This design comes from an exercise in tuning for small area on the open sky130 flow, not from production work.
Function was checked by simulation only, so behaviour that the tests miss may differ from the original.
Power and IR drop assume default switching activity.

==> flow/design.v (outline; a module is shown in full before it is edited, if it fits) <==
// module NV_soDLA_CACC_CALC_int8_gate: 187 lines
// module NV_soDLA_CACC_calculator_gate: 2615 lines
module NV_soDLA_CACC_calculator_gate(  
  input           io_nvdla_core_clk,  
  input           io_nvdla_core_rstn,  
  input  [1087:0] io_abuf_rd_data,  
  output          io_abuf_wr_addr_valid,  
  output [5:0]    io_abuf_wr_addr_bits,  
  output [1087:0] io_abuf_wr_data,  
  output          io_dlv_valid,  
  output          io_dlv_mask,  
  output [1023:0] io_dlv_data,  
  output [1:0]    io_dlv_pd,  
  input           io_accu_ctrl_valid,  
  input  [12:0]   io_accu_ctrl_pd,  
  input           io_accu_ctrl_ram_valid,  
  input  [4:0]    io_cfg_truncate,  
  input  [21:0]   io_mac_a2accu_data_0,  
  input  [21:0]   io_mac_a2accu_data_1,  
  input  [21:0]   io_mac_a2accu_data_2,  
  input  [21:0]   io_mac_a2accu_data_3,  
  input  [21:0]   io_mac_a2accu_data_4,  
  input  [21:0]   io_mac_a2accu_data_5,  
  input  [21:0]   io_mac_a2accu_data_6,  
  input  [21:0]   io_mac_a2accu_data_7,  
  input  [21:0]   io_mac_a2accu_data_8,  
  input  [21:0]   io_mac_a2accu_data_9,  
  input  [21:0]   io_mac_a2accu_data_10,  
  input  [21:0]   io_mac_a2accu_data_11,  
  input  [21:0]   io_mac_a2accu_data_12,  
  input  [21:0]   io_mac_a2accu_data_13,  
  input  [21:0]   io_mac_a2accu_data_14,  
  input  [21:0]   io_mac_a2accu_data_15,  
  input  [15:0]   io_mac_a2accu_mask,  
  input           io_mac_a2accu_pvld,  
  input  [21:0]   io_mac_b2accu_data_0,  
  input  [21:0]   io_mac_b2accu_data_1,  
  input  [21:0]   io_mac_b2accu_data_2,  
  input  [21:0]   io_mac_b2accu_data_3,  
  input  [21:0]   io_mac_b2accu_data_4,  
  input  [21:0]   io_mac_b2accu_data_5,  
  input  [21:0]   io_mac_b2accu_data_6,  
  input  [21:0]   io_mac_b2accu_data_7,  
  input  [21:0]   io_mac_b2accu_data_8,  
  input  [21:0]   io_mac_b2accu_data_9,  
  input  [21:0]   io_mac_b2accu_data_10,  
  input  [21:0]   io_mac_b2accu_data_11,  
  input  [21:0]   io_mac_b2accu_data_12,  
  input  [21:0]   io_mac_b2accu_data_13,  
  input  [21:0]   io_mac_b2accu_data_14,  
  input  [21:0]   io_mac_b2accu_data_15,  
  input  [15:0]   io_mac_b2accu_mask,  
  input           io_mac_b2accu_pvld,  
  output [31:0]   io_dp2reg_sat_count  
);
  // ...
==> flow/run.sh <==
#!/bin/bash
# synth_recipe.tcl (not shown) runs the flow's synth.tcl, then flattens the netlist and writes it again
# the make line also repeats each setting of config.mk as NAME=value (left out here)
make -C /OpenROAD-flow-scripts/flow DESIGN_CONFIG=/design/flow/config.mk WORK_HOME=/design/flow/orfs CLKGATE_MAP_FILE= SYNTH_SCRIPT=/design/flow/synth_recipe.tcl finish
==> flow/config.mk <==
export PLATFORM = sky130hd
export DESIGN_NAME = NV_soDLA_CACC_calculator_gate
export DESIGN_NICKNAME = NV_soDLA_CACC_calculator_gate
export VERILOG_FILES = /design/flow/design.v
export SDC_FILE = /design/flow/constraint.sdc
export NUM_CORES = 8
export LEC_CHECK = 0
export CAP_MARGIN = 20
export CORE_AREA = 4 4 1396 1396
export DIE_AREA = 0 0 1400 1400
export PLACE_DENSITY = 0.3
export SLEW_MARGIN = 20
==> flow/constraint.sdc <==
create_clock -name core_clock -period 10.0 [get_ports {io_nvdla_core_clk}]
set_input_delay 2.0000 -clock core_clock [delete_from_list [all_inputs] [get_ports {io_nvdla_core_clk}]]
set_output_delay 2.0000 -clock core_clock [all_outputs]
set_load 0.01 [all_outputs]
==> results.json, run 1 <==
{
  "outcome": "timing/DRC/antenna clean",
  "grt_pass1_vias": 309000,
  "numCtsBuffers": 752,
  "powerClk_mw": 27.7,
  "power_mw": 73.4,
  "syn_inst": 35000,
  "htreeDepth": 6,
  "num-nonclk-buffers": 4919,
  "rrSetupSlack_ps": 2060,
  "synth.avg_cell_area_um2": 10.7,
  "grt_pass1_wl_um": 3270000,
  "max-cap-violations": 0,
  "min_path_cells": 0,
  "yosys-top-cells-area": "edfxtp_1, mux4_2, and2_1",
  "die_height_um": 1400,
  "slew_viol_final": 0,
  "final_util_pct": 24.2,
  "cts_resized": 0,
  "yosys.area.top_type_share_pct": 43.1,
  "multiInputGateArea_um2": 192000,
  "place_ws_ps": 862,
  "timing.critical_path.depth": 26,
  "grt_overflow": 0,
  "drtIter0Drc": 29500,
  "largestPowerGroup": "registers",
  "buf_share_pct": 10.4,
  "worst_clock_skew_ps": 152,
  "finalCritPeriodShare_pct": 79.4,
  "yosysMostFrequentCell": "edfxtp_1",
  "switchingPower_mw": 24.1
}
==> run 2, diff against run 1 <==
==> flow/design.v (replaced) <==
module cacc_lane(
  input         clk,
  input  [21:0] data,
  input  [33:0] op,
  input         mask,
  input         rv,
  input         f0,      
  input         f1,
  input         f2,
  input  [4:0]  ts,      
  input  [4:0]  tsn,     
  input  [29:0] smask,   
  output reg    ns,      
  output [33:0] res      
);
  genvar i;
  wire [33:0] b = op & {34{rv}};
  wire [13:0] sa;
  wire [14:0] ca;
  assign ca[0] = 1'b0;
  generate for (i = 0; i < 14; i = i + 1) begin : g_a
    assign sa[i] = data[i] ^ b[i] ^ ca[i];
    assign ca[i+1] = (data[i] & b[i]) | (ca[i] & (data[i] ^ b[i]));
  end endgenerate
  wire [7:0] sb;
  wire [8:0] cb;
  assign cb[0] = 1'b0;
  generate for (i = 0; i < 8; i = i + 1) begin : g_b
    assign sb[i] = data[14+i] ^ b[14+i] ^ cb[i];
    assign cb[i+1] = (data[14+i] & b[14+i]) | (cb[i] & (data[14+i] ^ b[14+i]));
  end endgenerate
  wire [12:0] u = {b[33], b[33:22]};
  wire [12:0] sc;
  wire [13:0] zc;    
  assign zc[0] = 1'b1;
  generate for (i = 0; i < 13; i = i + 1) begin : g_c
    assign sc[i] = u[i] ^ (data[21] & zc[i]);
    assign zc[i+1] = zc[i] & ~u[i];
  end endgenerate
  reg [13:0] r_sa;
  reg [7:0]  r_sb;
  reg        r_ca, r_cb, r_m;
  reg [12:0] r_sc;
  always @(posedge clk) begin
    r_sa <= sa; r_ca <= ca[14];
    r_sb <= sb; r_cb <= cb[8];
    r_sc <= sc; r_m <= mask;
  end
  wire [7:0] mb;
  wire [8:0] cm;
  assign cm[0] = r_ca;
  generate for (i = 0; i < 8; i = i + 1) begin : g_mb
    assign mb[i] = r_sb[i] ^ cm[i];
    assign cm[i+1] = r_sb[i] & cm[i];
  end endgenerate
  wire [12:0] mc;
  wire [13:0] cu;
  assign cu[0] = r_cb | cm[8];
  generate for (i = 0; i < 13; i = i + 1) begin : g_mc
    assign mc[i] = r_sc[i] ^ cu[i];
    assign cu[i+1] = r_sc[i] & cu[i];
  end endgenerate
  wire [34:0] sum = {mc, mb, r_sa};
  wire        sign = sum[34];
  wire        ovf = sum[34] ^ sum[33];
  wire        ones = &sum[31:1];
  wire        nf0 = ovf | (sign ^ sum[32]) | (sign ^ sum[31]);
  wire        nf1 = ovf | (sign ^ sum[32]) | (~sign & ones & sum[0]);
  wire        nf2 = ~sign & (ovf | (ones & sum[32]));
  wire        ns1 = r_m & (f0 & nf0 | f1 & nf1 | f2 & nf2);
  wire        ovr = ovf | ns1;
  wire        k1 = r_m & ~ovr;
  wire        k2 = r_m & ovr;
  wire [33:0] pat;
  assign pat[33] = sign;
  assign pat[32] = (ns1 & (f0 | f1)) ? sign : ~sign;
  assign pat[31] = (ns1 & f0) ? sign : ~sign;
  assign pat[30:2] = {29{~sign}};
  assign pat[1] = ~sign & ~(ns1 & f2);
  assign pat[0] = ~sign & ~(ns1 & (f1 | f2));
  wire [33:0] s1 = (sum[33:0] & {34{k1}}) | (pat & {34{k2}});
  wire        sp1 = ~sign | (|(sum[29:0] & smask));
  reg  [33:0] sn;    
  reg         sp;
  always @(posedge clk) begin
    sn <= ~s1;
    ns <= ns1;
    sp <= sp1;
  end
  wire [33:0] s = ~sn;
  wire        sg = s[33];
  wire [34:0] l0 = {sn, 1'b1};
  wire [34:0] l1, l2, l3, l4, l5;
  generate for (i = 0; i < 35; i = i + 1) begin : g_sh
    assign l1[i] = ~(((i + 1  < 35 ? l0[(i + 1)  % 35] : ~sg) | tsn[0]) & (l0[i] | ts[0]));
    assign l2[i] = ~(((i + 2  < 35 ? l1[(i + 2)  % 35] :  sg) | tsn[1]) & (l1[i] | ts[1]));
    assign l3[i] = ~(((i + 4  < 35 ? l2[(i + 4)  % 35] : ~sg) | tsn[2]) & (l2[i] | ts[2]));
    assign l4[i] = ~(((i + 8  < 35 ? l3[(i + 8)  % 35] :  sg) | tsn[3]) & (l3[i] | ts[3]));
    assign l5[i] = ~(((i + 16 < 35 ? l4[(i + 16) % 35] : ~sg) | tsn[4]) & (l4[i] | ts[4]));
  end endgenerate
  wire [34:0] z = l5;
  wire        guide = z[0];
  wire        point5 = guide & sp;
  wire [31:0] sft = z[32:1];
  wire [32:0] ci;
  wire [31:0] fin;
  assign ci[0] = point5;
  generate for (i = 0; i < 32; i = i + 1) begin : g_inc
    assign fin[i] = sft[i] ^ ci[i];
    if (i == 15)
      assign ci[i+1] = point5 & (&sft[15:0]);
    else
      assign ci[i+1] = sft[i] & ci[i];
  end endgenerate
  reg  [33:0] r3;
  always @(posedge clk) r3 <= {s[33:32], fin};
  assign res = r3;
endmodule
module cacc_popcount32(input [31:0] x, output [5:0] y);
  wire t1, t2, t3, t4, t5, t6, t7, t8, t9, t10, t11, t12, t13, t14, t15, t16, t17, t18, t19, t20, t21, t22, t23, t24, t25, t26, t27, t28, t29, t30, t31, t32, t33, t34, t35, t36, t37, t38, t39, t40, t41, t42, t43, t44, t45, t46, t47, t48, t49, t50, t51, t52, t53, t54, t55, t56, t57, t58, t59, t60, t61, t62;
  assign t1 = x[0] ^ x[1] ^ x[2];
  assign t2 = (x[0] & x[1]) | (x[2] & (x[0] ^ x[1]));
  assign t3 = x[3] ^ x[4] ^ x[5];
  assign t4 = (x[3] & x[4]) | (x[5] & (x[3] ^ x[4]));
  assign t5 = x[6] ^ x[7] ^ x[8];
  assign t6 = (x[6] & x[7]) | (x[8] & (x[6] ^ x[7]));
  assign t7 = x[9] ^ x[10] ^ x[11];
  assign t8 = (x[9] & x[10]) | (x[11] & (x[9] ^ x[10]));
  assign t9 = x[12] ^ x[13] ^ x[14];
  assign t10 = (x[12] & x[13]) | (x[14] & (x[12] ^ x[13]));
  assign t11 = x[15] ^ x[16] ^ x[17];
  assign t12 = (x[15] & x[16]) | (x[17] & (x[15] ^ x[16]));
  assign t13 = x[18] ^ x[19] ^ x[20];
  assign t14 = (x[18] & x[19]) | (x[20] & (x[18] ^ x[19]));
  assign t15 = x[21] ^ x[22] ^ x[23];
  assign t16 = (x[21] & x[22]) | (x[23] & (x[21] ^ x[22]));
  assign t17 = x[24] ^ x[25] ^ x[26];
  assign t18 = (x[24] & x[25]) | (x[26] & (x[24] ^ x[25]));
  assign t19 = x[27] ^ x[28] ^ x[29];
  assign t20 = (x[27] & x[28]) | (x[29] & (x[27] ^ x[28]));
  assign t21 = x[30] ^ x[31] ^ t1;
  assign t22 = (x[30] & x[31]) | (t1 & (x[30] ^ x[31]));
  assign t23 = t3 ^ t5 ^ t7;
  assign t24 = (t3 & t5) | (t7 & (t3 ^ t5));
  assign t25 = t9 ^ t11 ^ t13;
  assign t26 = (t9 & t11) | (t13 & (t9 ^ t11));
  assign t27 = t15 ^ t17 ^ t19;
  assign t28 = (t15 & t17) | (t19 & (t15 ^ t17));
  assign t29 = t21 ^ t23 ^ t25;
  assign t30 = (t21 & t23) | (t25 & (t21 ^ t23));
  assign t31 = t27 ^ t29;
  assign t32 = t27 & t29;
  assign y[0] = t31;
  assign t33 = t2 ^ t4 ^ t6;
  assign t34 = (t2 & t4) | (t6 & (t2 ^ t4));
  assign t35 = t8 ^ t10 ^ t12;
  assign t36 = (t8 & t10) | (t12 & (t8 ^ t10));
  assign t37 = t14 ^ t16 ^ t18;
  assign t38 = (t14 & t16) | (t18 & (t14 ^ t16));
  assign t39 = t20 ^ t22 ^ t24;
  assign t40 = (t20 & t22) | (t24 & (t20 ^ t22));
  assign t41 = t26 ^ t28 ^ t30;
  assign t42 = (t26 & t28) | (t30 & (t26 ^ t28));
  assign t43 = t32 ^ t33 ^ t35;
  assign t44 = (t32 & t33) | (t35 & (t32 ^ t33));
  assign t45 = t37 ^ t39 ^ t41;
  assign t46 = (t37 & t39) | (t41 & (t37 ^ t39));
  assign t47 = t43 ^ t45;
  assign t48 = t43 & t45;
  assign y[1] = t47;
  assign t49 = t34 ^ t36 ^ t38;
  assign t50 = (t34 & t36) | (t38 & (t34 ^ t36));
  assign t51 = t40 ^ t42 ^ t44;
  assign t52 = (t40 & t42) | (t44 & (t40 ^ t42));
  assign t53 = t46 ^ t48 ^ t49;
  assign t54 = (t46 & t48) | (t49 & (t46 ^ t48));
  assign t55 = t51 ^ t53;
  assign t56 = t51 & t53;
  assign y[2] = t55;
  assign t57 = t50 ^ t52 ^ t54;
  assign t58 = (t50 & t52) | (t54 & (t50 ^ t52));
  assign t59 = t56 ^ t57;
  assign t60 = t56 & t57;
  assign y[3] = t59;
  assign t61 = t58 ^ t60;
  assign t62 = t58 & t60;
  assign y[4] = t61;
  assign y[5] = t62;
endmodule
module NV_soDLA_CACC_calculator_gate(
  input           io_nvdla_core_clk,
  input           io_nvdla_core_rstn,
  input  [1087:0] io_abuf_rd_data,
  output          io_abuf_wr_addr_valid,
  output [5:0]    io_abuf_wr_addr_bits,
  output [1087:0] io_abuf_wr_data,
  output          io_dlv_valid,
  output          io_dlv_mask,
  output [1023:0] io_dlv_data,
  output [1:0]    io_dlv_pd,
  input           io_accu_ctrl_valid,
  input  [12:0]   io_accu_ctrl_pd,
  input           io_accu_ctrl_ram_valid,
  input  [4:0]    io_cfg_truncate,
  input  [21:0]   io_mac_a2accu_data_0,
  input  [21:0]   io_mac_a2accu_data_1,
  input  [21:0]   io_mac_a2accu_data_2,
  input  [21:0]   io_mac_a2accu_data_3,
  input  [21:0]   io_mac_a2accu_data_4,
  input  [21:0]   io_mac_a2accu_data_5,
  input  [21:0]   io_mac_a2accu_data_6,
  input  [21:0]   io_mac_a2accu_data_7,
  input  [21:0]   io_mac_a2accu_data_8,
  input  [21:0]   io_mac_a2accu_data_9,
  input  [21:0]   io_mac_a2accu_data_10,
  input  [21:0]   io_mac_a2accu_data_11,
  input  [21:0]   io_mac_a2accu_data_12,
  input  [21:0]   io_mac_a2accu_data_13,
  input  [21:0]   io_mac_a2accu_data_14,
  input  [21:0]   io_mac_a2accu_data_15,
  input  [15:0]   io_mac_a2accu_mask,
  input           io_mac_a2accu_pvld,
  input  [21:0]   io_mac_b2accu_data_0,
  input  [21:0]   io_mac_b2accu_data_1,
  input  [21:0]   io_mac_b2accu_data_2,
  input  [21:0]   io_mac_b2accu_data_3,
  input  [21:0]   io_mac_b2accu_data_4,
  input  [21:0]   io_mac_b2accu_data_5,
  input  [21:0]   io_mac_b2accu_data_6,
  input  [21:0]   io_mac_b2accu_data_7,
  input  [21:0]   io_mac_b2accu_data_8,
  input  [21:0]   io_mac_b2accu_data_9,
  input  [21:0]   io_mac_b2accu_data_10,
  input  [21:0]   io_mac_b2accu_data_11,
  input  [21:0]   io_mac_b2accu_data_12,
  input  [21:0]   io_mac_b2accu_data_13,
  input  [21:0]   io_mac_b2accu_data_14,
  input  [21:0]   io_mac_b2accu_data_15,
  input  [15:0]   io_mac_b2accu_mask,
  input           io_mac_b2accu_pvld,
  output [31:0]   io_dp2reg_sat_count
);
  wire clk = io_nvdla_core_clk;
  wire rst = ~io_nvdla_core_rstn;
  reg  [5:0] pd_addr;
  reg        pd_stripe, pd_chend, pd_layer;
  always @(posedge clk) begin
    if (rst) begin
      pd_addr <= 6'h0; pd_stripe <= 1'b0; pd_chend <= 1'b0; pd_layer <= 1'b0;
    end else if (io_accu_ctrl_valid) begin
      pd_addr <= io_accu_ctrl_pd[5:0];
      pd_stripe <= io_accu_ctrl_pd[9];
      pd_chend <= io_accu_ctrl_pd[10];
      pd_layer <= io_accu_ctrl_pd[11];
    end
  end
  reg pv1, pv2, calc_valid;
  always @(posedge clk) begin
    pv1 <= io_mac_a2accu_pvld | io_mac_b2accu_pvld;
    pv2 <= pv1;
    calc_valid <= pv2;
  end
  reg wr1, wr2, wr3, dl1, dl2, dl3;
  always @(posedge clk) begin
    if (rst) begin
      wr1 <= 1'b0; wr2 <= 1'b0; wr3 <= 1'b0; dl1 <= 1'b0; dl2 <= 1'b0; dl3 <= 1'b0;
    end else begin
      wr1 <= calc_valid & ~pd_chend; wr2 <= wr1; wr3 <= wr2;
      dl1 <= calc_valid & pd_chend; dl2 <= dl1; dl3 <= dl2;
    end
  end
  reg [5:0] addr1, addr2, addr3;
  reg [1:0] pe1, pe2, pe3;
  always @(posedge clk) begin
    addr1 <= pd_addr; addr2 <= addr1;
    pe1 <= {pd_layer, pd_stripe}; pe2 <= pe1;
    if (rst) begin
      addr3 <= 6'h0; pe3 <= 2'h0;
    end else begin
      if (wr2) addr3 <= addr2;
      if (dl2) pe3 <= pe2;
    end
  end
  assign io_abuf_wr_addr_valid = wr3;
  assign io_abuf_wr_addr_bits = addr3;
  assign io_dlv_valid = dl3;
  assign io_dlv_mask = dl3;
  assign io_dlv_pd = pe3;
  wire [4:0] t1 = dl1 ? io_cfg_truncate : 5'h0;
  reg  [4:0] ts, tsn;
  always @(posedge clk) begin
    ts <= t1;
    tsn <= ~t1;
  end
  wire [4:0] t = ts;
  wire f0 = dl1 & (io_cfg_truncate == 5'd0);
  wire f1 = dl1 & (io_cfg_truncate == 5'd1);
  wire f2 = dl1 & (io_cfg_truncate == 5'd2);
  wire [29:0] smask;
  genvar j;
  generate
    for (j = 0; j < 30; j = j + 1) begin : g_sm
      assign smask[j] = ({1'b0, io_cfg_truncate} >= j + 2) && ({1'b0, io_cfg_truncate} <= j + 16);
    end
  endgenerate
  wire [351:0] adata = {io_mac_a2accu_data_15, io_mac_a2accu_data_14, io_mac_a2accu_data_13, io_mac_a2accu_data_12, io_mac_a2accu_data_11, io_mac_a2accu_data_10, io_mac_a2accu_data_9, io_mac_a2accu_data_8, io_mac_a2accu_data_7, io_mac_a2accu_data_6, io_mac_a2accu_data_5, io_mac_a2accu_data_4, io_mac_a2accu_data_3, io_mac_a2accu_data_2, io_mac_a2accu_data_1, io_mac_a2accu_data_0};
  wire [351:0] bdata = {io_mac_b2accu_data_15, io_mac_b2accu_data_14, io_mac_b2accu_data_13, io_mac_b2accu_data_12, io_mac_b2accu_data_11, io_mac_b2accu_data_10, io_mac_b2accu_data_9, io_mac_b2accu_data_8, io_mac_b2accu_data_7, io_mac_b2accu_data_6, io_mac_b2accu_data_5, io_mac_b2accu_data_4, io_mac_b2accu_data_3, io_mac_b2accu_data_2, io_mac_b2accu_data_1, io_mac_b2accu_data_0};
  wire [703:0] ldata = {bdata, adata};
  wire [31:0]  lmask = {io_mac_b2accu_mask, io_mac_a2accu_mask};
  wire [31:0]  lns;
  genvar k;
  generate
    for (k = 0; k < 32; k = k + 1) begin : g_lane
      wire [33:0] res;
      cacc_lane u (
        .clk(clk), .data(ldata[22*k +: 22]), .op(io_abuf_rd_data[34*k +: 34]),
        .mask(lmask[k]), .rv(io_accu_ctrl_ram_valid), .ts(ts), .tsn(tsn), .smask(smask),
        .f0(f0), .f1(f1), .f2(f2), .ns(lns[k]), .res(res));
      assign io_abuf_wr_data[34*k +: 34] = res;
      assign io_dlv_data[32*k +: 32] = res[31:0];
    end
  endgenerate
  wire [5:0] n2;
  cacc_popcount32 u_pc (.x(lns), .y(n2));
  reg  [5:0] n3;
  always @(posedge clk) n3 <= n2;
  reg end_d1, clr3;
  reg [31:0] sat_count;
  wire end_now = &pe2;
  wire [32:0] sc_c;
  wire [31:0] sc_s;
  assign sc_c[0] = 1'b0;
  genvar m;
  generate for (m = 0; m < 32; m = m + 1) begin : g_cnt
    if (m < 6) begin
      assign sc_s[m] = sat_count[m] ^ n3[m] ^ sc_c[m];
      assign sc_c[m+1] = (sat_count[m] & n3[m]) | (sc_c[m] & (sat_count[m] ^ n3[m]));
    end else begin
      assign sc_s[m] = sat_count[m] ^ sc_c[m];
      assign sc_c[m+1] = sat_count[m] & sc_c[m];
    end
  end endgenerate
  always @(posedge clk) begin
    if (rst) begin
      end_d1 <= 1'b1; clr3 <= 1'b0; sat_count <= 32'h0;
    end else begin
      if (dl2) end_d1 <= end_now;
      clr3 <= dl2 & ~end_now & end_d1;
      sat_count <= clr3 ? {26'h0, n3} : sc_s | {32{sc_c[32]}};
    end
  end
  assign io_dp2reg_sat_count = sat_count;
endmodule
==> flow/flow/run.sh (new file) <==
#!/bin/bash
# The standard layout with these changes:
#  - synthesis maps with an area-oriented ABC script (flow/abc_area.script,
#    ABC's &nf mapper) in place of ORFS's, and skips the generic ABC pass
#    inside Yosys's synth (SYNTH_ARGS=-noabc) so that the adders written as
#    full and half adders map to those cells without extra inverters;
#    everything else is the standard synthesis, so the registers are
#    the same;
#  - floorplanning removes synthesis buffers instead of upsizing gates for
#    timing before placement (REMOVE_ABC_BUFFERS=1);
#  - the ports are buffered with the smallest buffer, buf_1;
#  - clock tree synthesis uses the arguments in flow/cts_args.txt (no dummy
#    loads, smaller clusters of a smaller buffer);
#  - before pin placement, flow/pins.tcl keeps each lane's ports together on
#    one stretch of the die edge, so that each lane sits next to its ports;
#  - after global routing, flow/grt_post.tcl repairs antennas once more with
#    a margin, to save rounds of antenna repair after detailed routing.
# Each step's full output goes to a log file in this folder.
set -o pipefail
here=$(pwd)
rm -rf scripts_nf
cp -r "$FLOW_HOME/scripts" scripts_nf
cp flow/abc_area.script scripts_nf/abc_area.script
SCRIPTS_DIR=$here/scripts_nf SYNTH_ARGS=-noabc bash standard.sh synth > synth.log 2>&1 || exit 1
rm -rf scripts_nf
export REMOVE_ABC_BUFFERS=1
# more rounds of antenna repair after detailed routing (the default 5 can
# leave a few violations)
export MAX_REPAIR_ANTENNAS_ITER_DRT=15
export BUFFER_PORTS_ARGS="-buffer_cell sky130_fd_sc_hd__buf_1"
if [ -f flow/cts_args.txt ]; then export CTS_ARGS="$(cat flow/cts_args.txt)"; fi
export PRE_IO_PLACEMENT_TCL=$here/flow/pins.tcl
export POST_GLOBAL_ROUTE_TCL=$here/flow/grt_post.tcl
bash standard.sh > layout.log 2>&1
==> flow/flow/abc_area.script (new file) <==
strash
&get -n
&syn2
&dch -f
&nf -R 1000 -p -k
&put
==> flow/flow/cts_args.txt (new file) <==
-sink_clustering_enable -repair_clock_nets -dont_use_dummy_load -sink_clustering_size 15 -sink_clustering_max_diameter 60 -buf_list sky130_fd_sc_hd__clkbuf_8
==> flow/flow/grt_post.tcl (new file) <==
# After global routing: repair antennas again with a margin on the ratios,
# so that fewer violations are left for the rounds after detailed routing,
# each of which reroutes the whole design; then rewrite the route guides
# for the detailed router.
repair_antennas -ratio_margin 30 -iterations 5
write_guides $::env(RESULTS_DIR)/route.guide
==> flow/flow/pins.tcl (new file) <==
# Pin plan: each lane's ports sit together on one stretch of the die edge,
# in bit order (operand, data, partial result, final result for bit 0, then
# bit 1, ...), so that each lane is laid out next to its own ports.
# Lanes 0..9 on the bottom edge, 10..15 on the right, 16..25 on the top,
# 26..31 on the left; the remaining ports go where place_pins puts them.
proc cacc_lane_pins {k} {
  if {$k < 16} {
    set d io_mac_a2accu_data_$k
    set m "io_mac_a2accu_mask\[$k\]"
  } else {
    set d io_mac_b2accu_data_[expr {$k - 16}]
    set m "io_mac_b2accu_mask\[[expr {$k - 16}]\]"
  }
  set pins [list $m]
  for {set i 0} {$i < 34} {incr i} {
    lappend pins "io_abuf_rd_data\[[expr {34 * $k + $i}]\]"
    if {$i < 22} { lappend pins "$d\[$i\]" }
    lappend pins "io_abuf_wr_data\[[expr {34 * $k + $i}]\]"
    if {$i < 32} { lappend pins "io_dlv_data\[[expr {32 * $k + $i}]\]" }
  }
  return $pins
}
set cacc_block [ord::get_db_block]
set cacc_dbu [$cacc_block getDbUnitsPerMicron]
set cacc_die [$cacc_block getDieArea]
set cacc_w [expr {double([$cacc_die dx]) / $cacc_dbu}]
set cacc_h [expr {double([$cacc_die dy]) / $cacc_dbu}]
# lanes per edge, in the order bottom, right, top, left
set cacc_edges {bottom 10 right 6 top 10 left 6}
set cacc_k 0
foreach {edge n} $cacc_edges {
  set len [expr {$edge eq "bottom" || $edge eq "top" ? $cacc_w : $cacc_h}]
  # leave room at the corners and, on the left and right edges, in the middle
  set margin 20.0
  set span [expr {($len - 2 * $margin) / $n}]
  for {set j 0} {$j < $n} {incr j} {
    set a [expr {$margin + $j * $span + 1.0}]
    set b [expr {$margin + ($j + 1) * $span - 1.0}]
    set_io_pin_constraint -pin_names [cacc_lane_pins $cacc_k] -region $edge:$a-$b
    set_io_pin_constraint -pin_names [cacc_lane_pins $cacc_k] -group -order
    incr cacc_k
  }
}
==> flow/standard.sh (new file) <==
#!/bin/bash
# synth_recipe.tcl (not shown) runs the flow's synth.tcl, then flattens the netlist and writes it again
# the make line also repeats each setting of config.mk as NAME=value (left out here)
make -C /OpenROAD-flow-scripts/flow DESIGN_CONFIG=/design/flow/config.mk WORK_HOME=/design/flow/orfs CLKGATE_MAP_FILE= SYNTH_SCRIPT=/design/flow/synth_recipe.tcl "${@:-finish}"
==> flow/config.mk (replaced) <==
export PLATFORM = sky130hd
export DESIGN_NAME = NV_soDLA_CACC_calculator_gate
export DESIGN_NICKNAME = NV_soDLA_CACC_calculator_gate
export VERILOG_FILES = /design/flow/design.v
export SDC_FILE = /design/flow/constraint.sdc
export NUM_CORES = 8
export LEC_CHECK = 0
export ABC_AREA = 1
export CAP_MARGIN = 20
export CORE_AREA = 4 4 1196 1196
export DIE_AREA = 0 0 1200 1200
export PLACE_DENSITY = 0.45
export SLEW_MARGIN = 20
removed: flow/run.sh
==> run 2 against run 1 <==
Against the previous run:
- area after synthesis decreased by 52%
- wire length decreased by 66%
- worst hold slack worse by 39 ps
- first-iteration DRC count fell by 36%
- still clean on timing, DRC and antenna
- non-clock buffer count is 502 lower
- clock-buffer cell count down 551
- critical path depth rose by 8
==> results.json, run 2 <==
{
  "outcome": "timing/DRC/antenna clean",
  "die_height_um": 1200,
  "area_growth_pct": 23.0,
  "drive_above_1_share_pct": 4.12,
  "cp.arrival_ps": 9890,
  "top_regs": "g_lane.u.r3 x1088, g_lane.u.sn x1088, g_lane.u.r_sa x448",
  "clk_pin_slew_worst_paths_ps": 90,
  "final_common_cell": "o22ai_1",
  "crit_path_end_kind": "flip-flop",
  "max_stage_delay_ps": 530,
  "viasPerCell": 4.14,
  "design.die.area_um2": 1440000,
  "synth_cell_types": 48,
  "totalWireLength_um": 865000,
  "setup_tns_ps": 0,
  "cts_setup_buffers": 0,
  "ys_seq_area_share_pct": 39.4,
  "slew-limit-headroom_pct": 21.5,
  "layout.area.seq_um2": 71100,
  "die_x_um": 1200,
  "numCtsBuffers": 385,
  "drc_errors": 0,
  "hold_viol": 0,
  "finalCritPeriodShare_pct": 88.0,
  "synth_top_area_cell": "dfxtp_1",
  "grtUsageTotal_pct": 11.2,
  "ys_seq_elements": 3548,
  "yosys-top-cells-area": "dfxtp_1, o22ai_1, ha_1",
  "reg2reg_to": "sat_count[2]",
  "clock_latency_ps": 1280,
  "worst_clock_skew_ps": 229,
  "yosys.area.top_type_share_pct": 39.4,
  "timing.critical_path.depth": 34,
  "holdWs_ps": 290,
  "via_count": 170000,
  "cts_resized": 0,
  "rrSetupSlack_ps": 1200,
  "drtIter0Drc": 18900,
  "grt_overflow": 0,
  "ys_dominant_reg_cell": "dfxtp_1",
  "grt_pass1_wl_um": 1170000,
  "cp.buffers_inverters": 1,
  "crit_path_start": "sat_count[0]",
  "ctsHoldBuffers": 0,
  "io_pins": 4003,
  "setup_viol": 0,
  "multiInputGateArea_um2": 101000,
  "syn_inst": 18100,
  "crit_fanout": 22,
  "root_buffer": "clkbuf_8",
  "core_um2": 1420000,
  "hp-class": "reg2reg",
  "wl_per_cell_um": 21.1,
  "htreeDepth": 5,
  "slew_viol_final": 0,
  "worst_path_max_delay_cell": "ha_1",
  "peakVddDrop_mv": 0.115,
  "drt-pass1-iter-count": 10,
  "yosysMostFrequentCell": "o22ai_1",
  "min_period_ps": 8800,
  "reg2reg_depth": 34,
  "clockBufferDepth": 5,
  "max_freq_mhz": 114,
  "hpwl_um": 700000,
  "fill_cells": 161000,
  "placed_cells": 40400,
  "worstHoldStart": "pe1[1]",
  "cp.required_ps": 11090,
  "power_density_nw_per_um2": 165,
  "place_ws_ps": 759,
  "layout_setup_ws_ps": 1200,
  "stdcell_count": 41000,
  "grt_max_degree": 164,
  "start_kind": "flip-flop",
  "reg2reg_from": "sat_count[0]",
  "cts_tree": "built",
  "synth-edff-count": 0,
  "async_reset_ff_share_pct": 0,
  "port_buffers": 3998,
  "nets": 26100,
  "synth.avg_cell_area_um2": 9.94,
  "yosysWarnings": 2,
  "postRouteAntennaNets": 0,
  "max-cap-violations": 0,
  "start_util_pct": 12.7,
  "crit_end": "sat_count[2]",
  "rows": 437,
  "antenna_found_initial": 94,
  "crit_family": "adder cells",
  "grt_pass1_vias": 159000,
  "ys_top_cells_by_count": "o22ai_1, dfxtp_1, ha_1, a21oi_1, buf_4",
  "worstSetupPathType": "reg2reg",
  "final_cell_mix": "o22ai_1, buf_1, dfxtp_1",
  "leakagePower_nw": 81.3,
  "synth_area_um2": 180000,
  "worst_pin_slew_ps": 1180,
  "gp_congestion": 0.868,
  "crit_top_cell": "ha_1",
  "numClockSinks": 3548
}
run 2: changes by cell type after synthesis, moves of 1617 or more:
cell      previous run  this run
o22ai_1            141      4081
nand2_1           2455       583
o21ai_0           2610       813
clkbuf_1          1617         0
and2_1            2431         0
dfxtp_1            269      3548
edfxtp_1          5344         0
run 2: power breakdown:
group | internal (mW) | leakage (nW) | total, mW | switching (mW)
logic | 3.58 | 48.9 | 10.2 | 6.64
registers | 16.2 | 29.6 | 17.8 | 1.59
clock network | 3.40 | 2.77 | 8.58 | 5.18
total | 23.2 | 81.3 | 36.6 | 13.4
run 2: kinds of logic (layout without fill, tap and decap cells):
| group | Yosys count | after routing | synth area share (%) |
|---|---|---|---|
| compound gates | 7118 | 7118 | 24.7 |
| simple gates | 3596 | 3596 | 10.4 |
| flops | 3548 | 3548 | 39.4 |
| fa+ha+maj | 2400 | 2400 | 19.5 |
| buf+inv | 1152 | 4929 | 4.54 |
| xor+xnor | 303 | 303 | 1.47 |
| mux | 3 | 3 | 0.0167 |
| other cells | 0 | 185 | 0 |
run 2: layer usage:
layer | up-vias | track usage [%] | routed length, µm
met5 | - | 0.159 | 198
met4 | 16 | 4.49 | 38200
met3 | 1477 | 3.28 | 81300
met2 | 8782 | 18.4 | 402000
met1 | 81600 | 13.6 | 343000
li1 | 77700 | - | -
run 2: how the worst min path moves through the flow:
stage	to	slack, ps	cells after the start
final	pe2[1]	290	0
after CTS	addr1[2]	290	0
after detailed placement	addr2[5]	310	0
after global placement	addr2[4]	310	0
after floorplan	addr2[0]	310	0
run 2: area by class of cell:
type                    instances  share of cell area, %
flip-flops and latches       3548                   32.1
inverters                     127                  0.215
clock buffers                 385                   2.39
repair buffers               4417                   8.64
multi-input cells           13400                   45.8
well taps                   18900                   10.7
diodes                        185                  0.209
run 2: per-stage QoR:
step / power (mW) / util [%] / cell area, µm²
after detailed placement: 28.2 / 15.2 / 216000
after CTS: 37.0 / 15.6 / 221000
after global placement: 28.3 / 15.2 / 216000
after floorplan: 23.3 / - / 172000
final: 36.6 / 15.6 / 221000
run 2: worst register-to-register path, delay by kind of cell, from the launching register on:
| kind | cells | cell delay, ps |
|---|---|---|
| adders and majority gates | 32 | 7700 |
| DFF | 1 | 310 |
| AOI/OAI and AO/OA | 1 | 340 |
| buffers and inverters | 1 | 350 |
==> run 3, diff against run 2 <==
--- a/flow/flow/run.sh
+++ b/flow/flow/run.sh
@@ -1,11 +1,6 @@
 #!/bin/bash
 # The standard layout with these changes:
-#  - synthesis maps with an area-oriented ABC script (flow/abc_area.script,
-#    ABC's &nf mapper) in place of ORFS's, and skips the generic ABC pass
-#    inside Yosys's synth (SYNTH_ARGS=-noabc) so that the adders written as
-#    full and half adders map to those cells without extra inverters;
-#    everything else is the standard synthesis, so the registers are
-#    the same;
+#  - synthesis is the standard synthesis (bash standard.sh synth);
 #  - floorplanning removes synthesis buffers instead of upsizing gates for
 #    timing before placement (REMOVE_ABC_BUFFERS=1);
 #  - the ports are buffered with the smallest buffer, buf_1;
@@ -18,11 +13,7 @@
 # Each step's full output goes to a log file in this folder.
 set -o pipefail
 here=$(pwd)
-rm -rf scripts_nf
-cp -r "$FLOW_HOME/scripts" scripts_nf
-cp flow/abc_area.script scripts_nf/abc_area.script
-SCRIPTS_DIR=$here/scripts_nf SYNTH_ARGS=-noabc bash standard.sh synth > synth.log 2>&1 || exit 1
-rm -rf scripts_nf
+bash standard.sh synth > synth.log 2>&1 || exit 1
 export REMOVE_ABC_BUFFERS=1
 # more rounds of antenna repair after detailed routing (the default 5 can
 # leave a few violations)
removed: flow/flow/abc_area.script
==> run 3 against run 2 <==
Against the previous run:
- still clean on timing, DRC and antenna
- sequential power about the same
- register-to-register slack better by 940 ps
- non-clock buffer count up 34
- cell area up 16%
- fmax up 12%
- clock skew down 24 ps
- largest cell class unchanged
==> results.json, run 3 <==
{
  "cts_resized": 0,
  "ys_dominant_reg_cell": "dfxtp_1",
  "leakagePower_nw": 117,
  "synth.avg_cell_area_um2": 7.35,
  "power_density_nw_per_um2": 154,
  "max_stage_delay_ps": 590,
  "numCtsBuffers": 427,
  "crit_fanout": 31,
  "worst_pin_slew_ps": 1300,
  "grt_overflow": 0,
  "ctsHoldBuffers": 0,
  "finalCritPeriodShare_pct": 78.6,
  "outcome": "timing/DRC/antenna clean",
  "wl_per_cell_um": 22.2,
  "hp-class": "reg2reg",
  "cts_tree": "built",
  "synth_compound_area_share_pct": 9.55,
  "worst_path_max_delay_cell": "nand2_2",
  "slew_viol_final": 0,
  "die_height_um": 1200,
  "synth-edff-count": 0,
  "peakVddDrop_mv": 0.104,
  "synthAdderAreaFrac_pct": 15.8,
  "via_count": 219000,
  "fill_cells": 163000,
  "grt_pass1_wl_um": 1550000,
  "drt-pass1-iter-count": 7,
  "gp_congestion": 0.867,
  "rows": 437,
  "yosysWarnings": 2,
  "synth_top_area_cell": "dfxtp_1",
  "min_period_ps": 7860,
  "nets": 36600,
  "syn_inst": 30200,
  "hpwl_um": 905000,
  "drive_above_1_share_pct": 4.74,
  "final_cell_mix": "nand3_1, nand2_1, buf_1",
  "ys_seq_area_share_pct": 32.0,
  "yosys.area_share.simple_pct": 29.2,
  "cp.required_ps": 11030,
  "final_util_pct": 18.1,
  "worstSetupPathType": "reg2reg",
  "synth_mux_area_share_pct": 0,
  "clockBufferDepth": 5,
  "slew-limit-headroom_pct": 13.2,
  "placed_cells": 50800,
  "core_um2": 1420000,
  "area_growth_pct": 15.7,
  "crit_top_cell": "ha_1",
  "grtUsageTotal_pct": 15.0,
  "viasPerCell": 4.25,
  "port_buffers": 3998,
  "cts_setup_buffers": 0,
  "max-cap-violations": 0,
  "ys_top_cells_by_count": "nand3_1, nand2_1, dfxtp_1, inv_1, nor2_1",
  "setup_viol": 0,
  "yosys-top-cells-area": "dfxtp_1, nand3_1, ha_1",
  "htreeDepth": 5,
  "root_buffer": "clkbuf_8",
  "clock_latency_ps": 1280,
  "totalWireLength_um": 1140000,
  "final_common_cell": "nand3_1",
  "die_x_um": 1200,
  "stdcell_count": 51400,
  "start_kind": "flip-flop",
  "drtIter0Drc": 24000,
  "synth_top_family_by_area": "simple AND/OR/NAND/NOR gates",
  "cp.arrival_ps": 8890,
  "synth_cell_types": 52,
  "grt_pass1_vias": 205000,
  "ys_seq_elements": 3548,
  "synthXorXnorAreaFrac_pct": 1.00,
  "io_pins": 4003,
  "synth_area_um2": 222000,
  "place_ws_ps": 1070,
  "hold_viol": 0,
  "yosysMostFrequentCell": "nand3_1",
  "holdWs_ps": 284,
  "clk_pin_slew_worst_paths_ps": 100,
  "yosys.area.top_type_share_pct": 32.0,
  "async_reset_ff_share_pct": 0,
  "setup_tns_ps": 0,
  "start_util_pct": 15.7,
  "max_freq_mhz": 127,
  "design.die.area_um2": 1440000,
  "top_regs": "g_lane.u.r3 x1088, g_lane.u.sn x1088, g_lane.u.r_sa x448",
  "drc_errors": 0,
  "postRouteAntennaNets": 0,
  "crit_path_end_kind": "flip-flop",
  "numClockSinks": 3548,
  "grt_max_degree": 192,
  "layout_setup_ws_ps": 2140,
  "antenna_found_initial": 159,
  "worst_clock_skew_ps": 205
}
run 3: changes by cell type after synthesis, moves of 1005 or more:
cell,change
o211ai_1,+1933
nand3_1,+5583
nor2_1,+2226
inv_1,+3339
clkbuf_1,+1005
o22ai_1,-3869
nand2_1,+4599
run 3: critical path, delay by kind of cell, from the launching register on:
kind / cells / cell delay (ps)
AND/OR/NAND/NOR: 1 / 590
flip-flops: 1 / 320
adder cells (fa/ha/maj): 31 / 6460
buffers and inverters: 2 / 130
AO/OA/AOI/OAI: 1 / 120
run 3: cell families (layout without fill, tap and decap cells):
kind of cell / after synthesis / count (layout)
XOR/XNOR: 252 / 252
adder cells (fa/ha/maj): 2398 / 2398
AND/OR/NAND/NOR: 14800 / 14800
other: 0 / 243
AO/OA/AOI/OAI: 3047 / 3047
buffers and inverters: 6159 / 8248
flip-flops: 3548 / 3548
run 3: worst paths after layout:
path                       end  slack (ps)  cells past startpoint    startpoint
setup / recovery  sat_count[8]        2140                     35  sat_count[0]
hold / removal          pe2[1]         280                      0        pe1[1]
setup reg to reg  sat_count[8]        2140                     35  sat_count[0]
hold reg to reg         pe2[1]         280                      0        pe1[1]
run 3: per-layer routing:
layer | vias up | part of all wire (%) | global-route usage, %
met5 | - | 0.054 | 0
li1 | 103000 | - | -
met3 | 2027 | 8.4 | 3.21
met1 | 103000 | 39 | 18.0
met2 | 10900 | 47 | 25.3
met4 | 50 | 5.5 | 7.26
run 3: metrics by stage:
| stage | area (µm²) | power [mW] |
|---|---|---|
| after floorplan | 207000 | 24.8 |
| final | 257000 | 39.5 |
| after detailed placement | 250000 | 30.5 |
| after CTS | 256000 | 40.1 |
| after global placement | 250000 | 30.7 |
run 3: layout make-up:
class | count | area (µm²) | area share (%)
Antenna cell | 243 | 608 | 0.237
Inverter | 3370 | 12900 | 5.01
Tap cell | 18900 | 23600 | 9.20
Timing Repair Buffer | 4451 | 19200 | 7.49
Multi-Input combinational cell | 20500 | 124000 | 48.1
Sequential cell | 3548 | 71100 | 27.7
Clock buffer | 427 | 5880 | 2.29
run 3: where the power goes:
group / total [mW] / internal [mW] / switching [mW]
registers: 18.1 / 16.4 / 1.76
logic: 12.1 / 3.77 / 8.37
clock network: 9.20 / 3.75 / 5.45
total: 39.5 / 23.9 / 15.6
==> module NV_soDLA_CACC_calculator_gate, before the edit <==
module NV_soDLA_CACC_calculator_gate(
  input           io_nvdla_core_clk,
  input           io_nvdla_core_rstn,
  input  [1087:0] io_abuf_rd_data,
  output          io_abuf_wr_addr_valid,
  output [5:0]    io_abuf_wr_addr_bits,
  output [1087:0] io_abuf_wr_data,
  output          io_dlv_valid,
  output          io_dlv_mask,
  output [1023:0] io_dlv_data,
  output [1:0]    io_dlv_pd,
  input           io_accu_ctrl_valid,
  input  [12:0]   io_accu_ctrl_pd,
  input           io_accu_ctrl_ram_valid,
  input  [4:0]    io_cfg_truncate,
  input  [21:0]   io_mac_a2accu_data_0,
  input  [21:0]   io_mac_a2accu_data_1,
  input  [21:0]   io_mac_a2accu_data_2,
  input  [21:0]   io_mac_a2accu_data_3,
  input  [21:0]   io_mac_a2accu_data_4,
  input  [21:0]   io_mac_a2accu_data_5,
  input  [21:0]   io_mac_a2accu_data_6,
  input  [21:0]   io_mac_a2accu_data_7,
  input  [21:0]   io_mac_a2accu_data_8,
  input  [21:0]   io_mac_a2accu_data_9,
  input  [21:0]   io_mac_a2accu_data_10,
  input  [21:0]   io_mac_a2accu_data_11,
  input  [21:0]   io_mac_a2accu_data_12,
  input  [21:0]   io_mac_a2accu_data_13,
  input  [21:0]   io_mac_a2accu_data_14,
  input  [21:0]   io_mac_a2accu_data_15,
  input  [15:0]   io_mac_a2accu_mask,
  input           io_mac_a2accu_pvld,
  input  [21:0]   io_mac_b2accu_data_0,
  input  [21:0]   io_mac_b2accu_data_1,
  input  [21:0]   io_mac_b2accu_data_2,
  input  [21:0]   io_mac_b2accu_data_3,
  input  [21:0]   io_mac_b2accu_data_4,
  input  [21:0]   io_mac_b2accu_data_5,
  input  [21:0]   io_mac_b2accu_data_6,
  input  [21:0]   io_mac_b2accu_data_7,
  input  [21:0]   io_mac_b2accu_data_8,
  input  [21:0]   io_mac_b2accu_data_9,
  input  [21:0]   io_mac_b2accu_data_10,
  input  [21:0]   io_mac_b2accu_data_11,
  input  [21:0]   io_mac_b2accu_data_12,
  input  [21:0]   io_mac_b2accu_data_13,
  input  [21:0]   io_mac_b2accu_data_14,
  input  [21:0]   io_mac_b2accu_data_15,
  input  [15:0]   io_mac_b2accu_mask,
  input           io_mac_b2accu_pvld,
  output [31:0]   io_dp2reg_sat_count
);
  wire clk = io_nvdla_core_clk;
  wire rst = ~io_nvdla_core_rstn;
  reg  [5:0] pd_addr;
  reg        pd_stripe, pd_chend, pd_layer;
  always @(posedge clk) begin
    if (rst) begin
      pd_addr <= 6'h0; pd_stripe <= 1'b0; pd_chend <= 1'b0; pd_layer <= 1'b0;
    end else if (io_accu_ctrl_valid) begin
      pd_addr <= io_accu_ctrl_pd[5:0];
      pd_stripe <= io_accu_ctrl_pd[9];
      pd_chend <= io_accu_ctrl_pd[10];
      pd_layer <= io_accu_ctrl_pd[11];
    end
  end
  reg pv1, pv2, calc_valid;
  always @(posedge clk) begin
    pv1 <= io_mac_a2accu_pvld | io_mac_b2accu_pvld;
    pv2 <= pv1;
    calc_valid <= pv2;
  end
  reg wr1, wr2, wr3, dl1, dl2, dl3;
  always @(posedge clk) begin
    if (rst) begin
      wr1 <= 1'b0; wr2 <= 1'b0; wr3 <= 1'b0; dl1 <= 1'b0; dl2 <= 1'b0; dl3 <= 1'b0;
    end else begin
      wr1 <= calc_valid & ~pd_chend; wr2 <= wr1; wr3 <= wr2;
      dl1 <= calc_valid & pd_chend; dl2 <= dl1; dl3 <= dl2;
    end
  end
  reg [5:0] addr1, addr2, addr3;
  reg [1:0] pe1, pe2, pe3;
  always @(posedge clk) begin
    addr1 <= pd_addr; addr2 <= addr1;
    pe1 <= {pd_layer, pd_stripe}; pe2 <= pe1;
    if (rst) begin
      addr3 <= 6'h0; pe3 <= 2'h0;
    end else begin
      if (wr2) addr3 <= addr2;
      if (dl2) pe3 <= pe2;
    end
  end
  assign io_abuf_wr_addr_valid = wr3;
  assign io_abuf_wr_addr_bits = addr3;
  assign io_dlv_valid = dl3;
  assign io_dlv_mask = dl3;
  assign io_dlv_pd = pe3;
  wire [4:0] t1 = dl1 ? io_cfg_truncate : 5'h0;
  reg  [4:0] ts, tsn;
  always @(posedge clk) begin
    ts <= t1;
    tsn <= ~t1;
  end
  wire [4:0] t = ts;
  wire f0 = dl1 & (io_cfg_truncate == 5'd0);
  wire f1 = dl1 & (io_cfg_truncate == 5'd1);
  wire f2 = dl1 & (io_cfg_truncate == 5'd2);
  wire [29:0] smask;
  genvar j;
  generate
    for (j = 0; j < 30; j = j + 1) begin : g_sm
      assign smask[j] = ({1'b0, io_cfg_truncate} >= j + 2) && ({1'b0, io_cfg_truncate} <= j + 16);
    end
  endgenerate
  wire [351:0] adata = {io_mac_a2accu_data_15, io_mac_a2accu_data_14, io_mac_a2accu_data_13, io_mac_a2accu_data_12, io_mac_a2accu_data_11, io_mac_a2accu_data_10, io_mac_a2accu_data_9, io_mac_a2accu_data_8, io_mac_a2accu_data_7, io_mac_a2accu_data_6, io_mac_a2accu_data_5, io_mac_a2accu_data_4, io_mac_a2accu_data_3, io_mac_a2accu_data_2, io_mac_a2accu_data_1, io_mac_a2accu_data_0};
  wire [351:0] bdata = {io_mac_b2accu_data_15, io_mac_b2accu_data_14, io_mac_b2accu_data_13, io_mac_b2accu_data_12, io_mac_b2accu_data_11, io_mac_b2accu_data_10, io_mac_b2accu_data_9, io_mac_b2accu_data_8, io_mac_b2accu_data_7, io_mac_b2accu_data_6, io_mac_b2accu_data_5, io_mac_b2accu_data_4, io_mac_b2accu_data_3, io_mac_b2accu_data_2, io_mac_b2accu_data_1, io_mac_b2accu_data_0};
  wire [703:0] ldata = {bdata, adata};
  wire [31:0]  lmask = {io_mac_b2accu_mask, io_mac_a2accu_mask};
  wire [31:0]  lns;
  genvar k;
  generate
    for (k = 0; k < 32; k = k + 1) begin : g_lane
      wire [33:0] res;
      cacc_lane u (
        .clk(clk), .data(ldata[22*k +: 22]), .op(io_abuf_rd_data[34*k +: 34]),
        .mask(lmask[k]), .rv(io_accu_ctrl_ram_valid), .ts(ts), .tsn(tsn), .smask(smask),
        .f0(f0), .f1(f1), .f2(f2), .ns(lns[k]), .res(res));
      assign io_abuf_wr_data[34*k +: 34] = res;
      assign io_dlv_data[32*k +: 32] = res[31:0];
    end
  endgenerate
  wire [5:0] n2;
  cacc_popcount32 u_pc (.x(lns), .y(n2));
  reg  [5:0] n3;
  always @(posedge clk) n3 <= n2;
  reg end_d1, clr3;
  reg [31:0] sat_count;
  wire end_now = &pe2;
  wire [32:0] sc_c;
  wire [31:0] sc_s;
  assign sc_c[0] = 1'b0;
  genvar m;
  generate for (m = 0; m < 32; m = m + 1) begin : g_cnt
    if (m < 6) begin
      assign sc_s[m] = sat_count[m] ^ n3[m] ^ sc_c[m];
      assign sc_c[m+1] = (sat_count[m] & n3[m]) | (sc_c[m] & (sat_count[m] ^ n3[m]));
    end else begin
      assign sc_s[m] = sat_count[m] ^ sc_c[m];
      assign sc_c[m+1] = sat_count[m] & sc_c[m];
    end
  end endgenerate
  always @(posedge clk) begin
    if (rst) begin
      end_d1 <= 1'b1; clr3 <= 1'b0; sat_count <= 32'h0;
    end else begin
      if (dl2) end_d1 <= end_now;
      clr3 <= dl2 & ~end_now & end_d1;
      sat_count <= clr3 ? {26'h0, n3} : sc_s | {32{sc_c[32]}};
    end
  end
  assign io_dp2reg_sat_count = sat_count;
endmodule
==> run 4, diff against run 3 <==
--- a/flow/design.v
+++ b/flow/design.v
@@ -8,7 +8,6 @@
   input         f1,
   input         f2,
   input  [4:0]  ts,      
-  input  [4:0]  tsn,     
   input  [29:0] smask,   
   output reg    ns,      
   output [33:0] res      
@@ -89,16 +88,7 @@
   end
   wire [33:0] s = ~sn;
   wire        sg = s[33];
-  wire [34:0] l0 = {sn, 1'b1};
-  wire [34:0] l1, l2, l3, l4, l5;
-  generate for (i = 0; i < 35; i = i + 1) begin : g_sh
-    assign l1[i] = ~(((i + 1  < 35 ? l0[(i + 1)  % 35] : ~sg) | tsn[0]) & (l0[i] | ts[0]));
-    assign l2[i] = ~(((i + 2  < 35 ? l1[(i + 2)  % 35] :  sg) | tsn[1]) & (l1[i] | ts[1]));
-    assign l3[i] = ~(((i + 4  < 35 ? l2[(i + 4)  % 35] : ~sg) | tsn[2]) & (l2[i] | ts[2]));
-    assign l4[i] = ~(((i + 8  < 35 ? l3[(i + 8)  % 35] :  sg) | tsn[3]) & (l3[i] | ts[3]));
-    assign l5[i] = ~(((i + 16 < 35 ? l4[(i + 16) % 35] : ~sg) | tsn[4]) & (l4[i] | ts[4]));
-  end endgenerate
-  wire [34:0] z = l5;
+  wire [34:0] z = ~($signed({sn, 1'b1}) >>> ts);
   wire        guide = z[0];
   wire        point5 = guide & sp;
   wire [31:0] sft = z[32:1];
@@ -286,12 +276,8 @@
   assign io_dlv_valid = dl3;
   assign io_dlv_mask = dl3;
   assign io_dlv_pd = pe3;
-  wire [4:0] t1 = dl1 ? io_cfg_truncate : 5'h0;
-  reg  [4:0] ts, tsn;
-  always @(posedge clk) begin
-    ts <= t1;
-    tsn <= ~t1;
-  end
+  reg  [4:0] ts;
+  always @(posedge clk) ts <= dl1 ? io_cfg_truncate : 5'h0;
   wire [4:0] t = ts;
   wire f0 = dl1 & (io_cfg_truncate == 5'd0);
   wire f1 = dl1 & (io_cfg_truncate == 5'd1);
@@ -314,7 +300,7 @@
       wire [33:0] res;
       cacc_lane u (
         .clk(clk), .data(ldata[22*k +: 22]), .op(io_abuf_rd_data[34*k +: 34]),
-        .mask(lmask[k]), .rv(io_accu_ctrl_ram_valid), .ts(ts), .tsn(tsn), .smask(smask),
+        .mask(lmask[k]), .rv(io_accu_ctrl_ram_valid), .ts(ts), .smask(smask),
         .f0(f0), .f1(f1), .f2(f2), .ns(lns[k]), .res(res));
       assign io_abuf_wr_data[34*k +: 34] = res;
       assign io_dlv_data[32*k +: 32] = res[31:0];
--- a/flow/flow/run.sh
+++ b/flow/flow/run.sh
@@ -1,6 +1,11 @@
 #!/bin/bash
 # The standard layout with these changes:
-#  - synthesis is the standard synthesis (bash standard.sh synth);
+#  - synthesis maps with an area-oriented ABC script (flow/abc_area.script,
+#    ABC's &nf mapper) in place of ORFS's, and skips the generic ABC pass
+#    inside Yosys's synth (SYNTH_ARGS=-noabc) so that the adders written as
+#    full and half adders map to those cells without extra inverters;
+#    everything else is the standard synthesis, so the registers are
+#    the same;
 #  - floorplanning removes synthesis buffers instead of upsizing gates for
 #    timing before placement (REMOVE_ABC_BUFFERS=1);
 #  - the ports are buffered with the smallest buffer, buf_1;
@@ -13,7 +18,11 @@
 # Each step's full output goes to a log file in this folder.
 set -o pipefail
 here=$(pwd)
-bash standard.sh synth > synth.log 2>&1 || exit 1
+rm -rf scripts_nf
+cp -r "$FLOW_HOME/scripts" scripts_nf
+cp flow/abc_area.script scripts_nf/abc_area.script
+SCRIPTS_DIR=$here/scripts_nf SYNTH_ARGS=-noabc bash standard.sh synth > synth.log 2>&1 || exit 1
+rm -rf scripts_nf
 export REMOVE_ABC_BUFFERS=1
 # more rounds of antenna repair after detailed routing (the default 5 can
 # leave a few violations)
==> flow/flow/abc_area.script (new file) <==
strash
&get -n
&syn2
&dch -f
&nf -R 1000 -p -k
&put
==> run 4 against run 3 <==
Against the previous run:
- setup slack worse by 740 ps
- via count is 21% lower
- first-iteration DRC count shrank 20%
- wire length fell by 19%
- core utilization is 1.6 points lower
- final cell count is 16% lower
- sequential share of layout area increased by 2.6 points
- largest cell class unchanged
- sequential power barely moved
- synthesized cell count decreased by 32%
- cell area shrank 8.7%
- die area unchanged
==> results.json, run 4 <==
{
  "crit_top_cell": "ha_1",
  "nets": 28500,
  "die_height_um": 1200,
  "worst_pin_slew_ps": 1240,
  "synthAdderAreaFrac_pct": 18.2,
  "slew-limit-headroom_pct": 17.6,
  "reg2reg_depth": 33,
  "numCtsBuffers": 392,
  "ys_top_cells_by_count": "dfxtp_1, a21oi_1, nand2_1, nor2_1, ha_1",
  "peakVddDrop_mv": 0.0953,
  "hpwl_um": 747000,
  "max_stage_delay_ps": 690,
  "ys_seq_area_share_pct": 36.7,
  "numClockSinks": 3543,
  "synth_cell_types": 61,
  "totalWireLength_um": 926000,
  "leakagePower_nw": 90.4,
  "async_reset_ff_share_pct": 0,
  "core_um2": 1420000,
  "start_kind": "flip-flop",
  "reg2reg_from": "sat_count[0]",
  "max-cap-violations": 0,
  "viasPerCell": 4.00,
  "worst_path_max_delay_cell": "fa_1",
  "top_regs": "g_lane.u.r3 x1088, g_lane.u.sn x1088, g_lane.u.r_sa x448",
  "start_util_pct": 13.6,
  "gp_congestion": 0.869,
  "setup_viol": 0,
  "htreeDepth": 5,
  "die_x_um": 1200,
  "synth_top_area_cell": "dfxtp_1",
  "port_buffers": 3998,
  "hp-class": "reg2reg",
  "via_count": 173000,
  "power_density_nw_per_um2": 161,
  "drt-pass1-iter-count": 9,
  "crit_path_end_kind": "flip-flop",
  "crit_end": "sat_count[2]",
  "drive_above_1_share_pct": 3.97,
  "drtIter0Drc": 19200,
  "cp.required_ps": 11080,
  "yosys.area_share.simple_pct": 14.3,
  "synth_compound_area_share_pct": 16.9,
  "postRouteAntennaNets": 0,
  "cts_setup_buffers": 0,
  "cp.arrival_ps": 9690,
  "ctsHoldBuffers": 0,
  "grt_pass1_vias": 166000,
  "final_cell_mix": "buf_1, dfxtp_1, a21oi_1",
  "cts_resized": 0,
  "final_common_cell": "buf_1",
  "reg2reg_to": "sat_count[2]",
  "synth_mux_area_share_pct": 8.16,
  "crit_path_start": "sat_count[0]",
  "cts_tree": "built",
  "yosysMostFrequentCell": "dfxtp_1",
  "synthXorXnorAreaFrac_pct": 1.42,
  "clock_latency_ps": 1280,
  "crit_fanout": 31,
  "drc_errors": 0,
  "rrSetupSlack_ps": 1390,
  "yosys.area.top_type_share_pct": 36.7,
  "design.die.area_um2": 1440000,
  "wl_per_cell_um": 21.4,
  "grtUsageTotal_pct": 12.0,
  "grt_max_degree": 173,
  "grt_pass1_wl_um": 1250000,
  "root_buffer": "clkbuf_8",
  "synth_area_um2": 193000,
  "hold_viol": 0,
  "ys_dominant_reg_cell": "dfxtp_1",
  "clk_pin_slew_worst_paths_ps": 90,
  "holdWs_ps": 263,
  "syn_inst": 20500,
  "power_mw": 37.7,
  "outcome": "timing/DRC/antenna clean",
  "worstSetupPathType": "reg2reg",
  "yosysWarnings": 2,
  "setup_tns_ps": 0,
  "area_growth_pct": 21.4,
  "grt_overflow": 0,
  "finalCritPeriodShare_pct": 86.1,
  "yosys-top-cells-area": "dfxtp_1, ha_1, fa_1",
  "synth-edff-count": 0,
  "rows": 437,
  "worst_clock_skew_ps": 227,
  "antenna_found_initial": 116,
  "synth_top_family_by_area": "adder cells",
  "io_pins": 4003,
  "synth.avg_cell_area_um2": 9.42,
  "ys_seq_elements": 3543,
  "clockBufferDepth": 5,
  "slew_viol_final": 0,
  "min_period_ps": 8610,
  "max_freq_mhz": 116
}
run 4: changes by cell type after synthesis, moves of 1005 or more:
cell,change
nor2_1,-1243
o211ai_1,-1893
nand2_1,-3177
clkbuf_1,-1005
o21ai_0,+1187
a21oi_1,+2355
inv_1,-3339
nand3_1,-5578
run 4: cell type report:
class                            count  area [µm²]
Inverter                           150         593
Antenna cell                       139         348
Timing Repair Buffer              4431       19200
Fill cell                       161000     1180000
Multi-Input combinational cell   15800      114000
Sequential cell                   3543       70900
Clock buffer                       392        5400
Tap cell                         18900       23600
run 4: critical path: cells and delay by family (launching register included):
family          cells  cell delay [ps]
flops               1              320
compound gates      1              450
fa+ha+maj          32             7670
run 4: layer usage:
layer / part of all wire (%) / GRT usage, % / up-vias
met5: 0.059 / 0 / -
met4: 4.7 / 5.16 / 42
met3: 8.6 / 2.73 / 1491
met2: 47 / 20.1 / 8271
met1: 40 / 14.9 / 82600
li1: - / - / 81000
run 4: worst min path at each step:
stage | from | to | depth (start not counted)
2_1_floorplan | addr1[0] | addr2[0] | 0
3_3_place_gp | addr1[5] | addr2[5] | 0
3_5_place_dp | addr1[5] | addr2[5] | 0
4_1_cts | pe1[1] | pe2[1] | 0
6_report | pe1[1] | pe2[1] | 0
run 4: where the power goes:
part,total [mW],switching [mW],internal [mW]
combinational,11.1,7.29,3.77
clock,8.71,5.25,3.46
sequential,17.9,1.66,16.3
run 4: through the flow:
stage	utilization [%]	area, µm²	cells	setup WS, ps
after floorplan	-	185000	19500	-46450
after global placement	16.1	229000	42800	836
after detailed placement	16.1	229000	42800	797
after CTS	16.5	234000	43200	1310
final	16.6	234000	43300	1390
run 4: cells by family after synthesis:
kind of cell	count (synthesis)
simple gates	5960
compound gates	5623
flops	3543
fa+ha+maj	2400
mux	1484
buf+inv	1175
xor+xnor	314

## what the ideal ports hide
The flow's constraints put no driver on any port. The routed layouts listed below were extracted and timed again, unchanged, in two steps. Step 1: set_driving_cell puts a clkbuf_16 on io_nvdla_core_clk and a buf_2 on each other input, an assumption about the parent block. Step 2, shift: input delay + t, output delay - t, t = (earliest + latest rising clock arrival at the registers) / 2. This alone moves slack from input paths to output paths. a / b / c = no drivers / after step 1 / after step 2; a / b = the first two.
run | t (ns) | slack for setup (ns) | worst setup path at the end | latest minus earliest clock arrival (ns) | worst data-port slew with drivers (ns)
run 1 | 1.365 | 2.064 / 2.064 / 0.829 | input to register | 0.172 / 0.171 | 0.85
run 2 | 1.319 | 1.200 / 1.200 / 0.730 | input to register | 0.269 / 0.269 | 0.37
run 3 | 1.315 | 2.138 / 2.138 / 1.207 | input to register | 0.266 / 0.266 | 0.18
run 4 | 1.290 | 1.394 / 1.394 / 0.755 | input to register | 0.274 / 0.273 | 0.14
After both steps setup and hold are still met in every run listed. The setup slack of run 1, which loses most, moves by 0.000 ns with the drivers and by -1.235 ns with both steps.
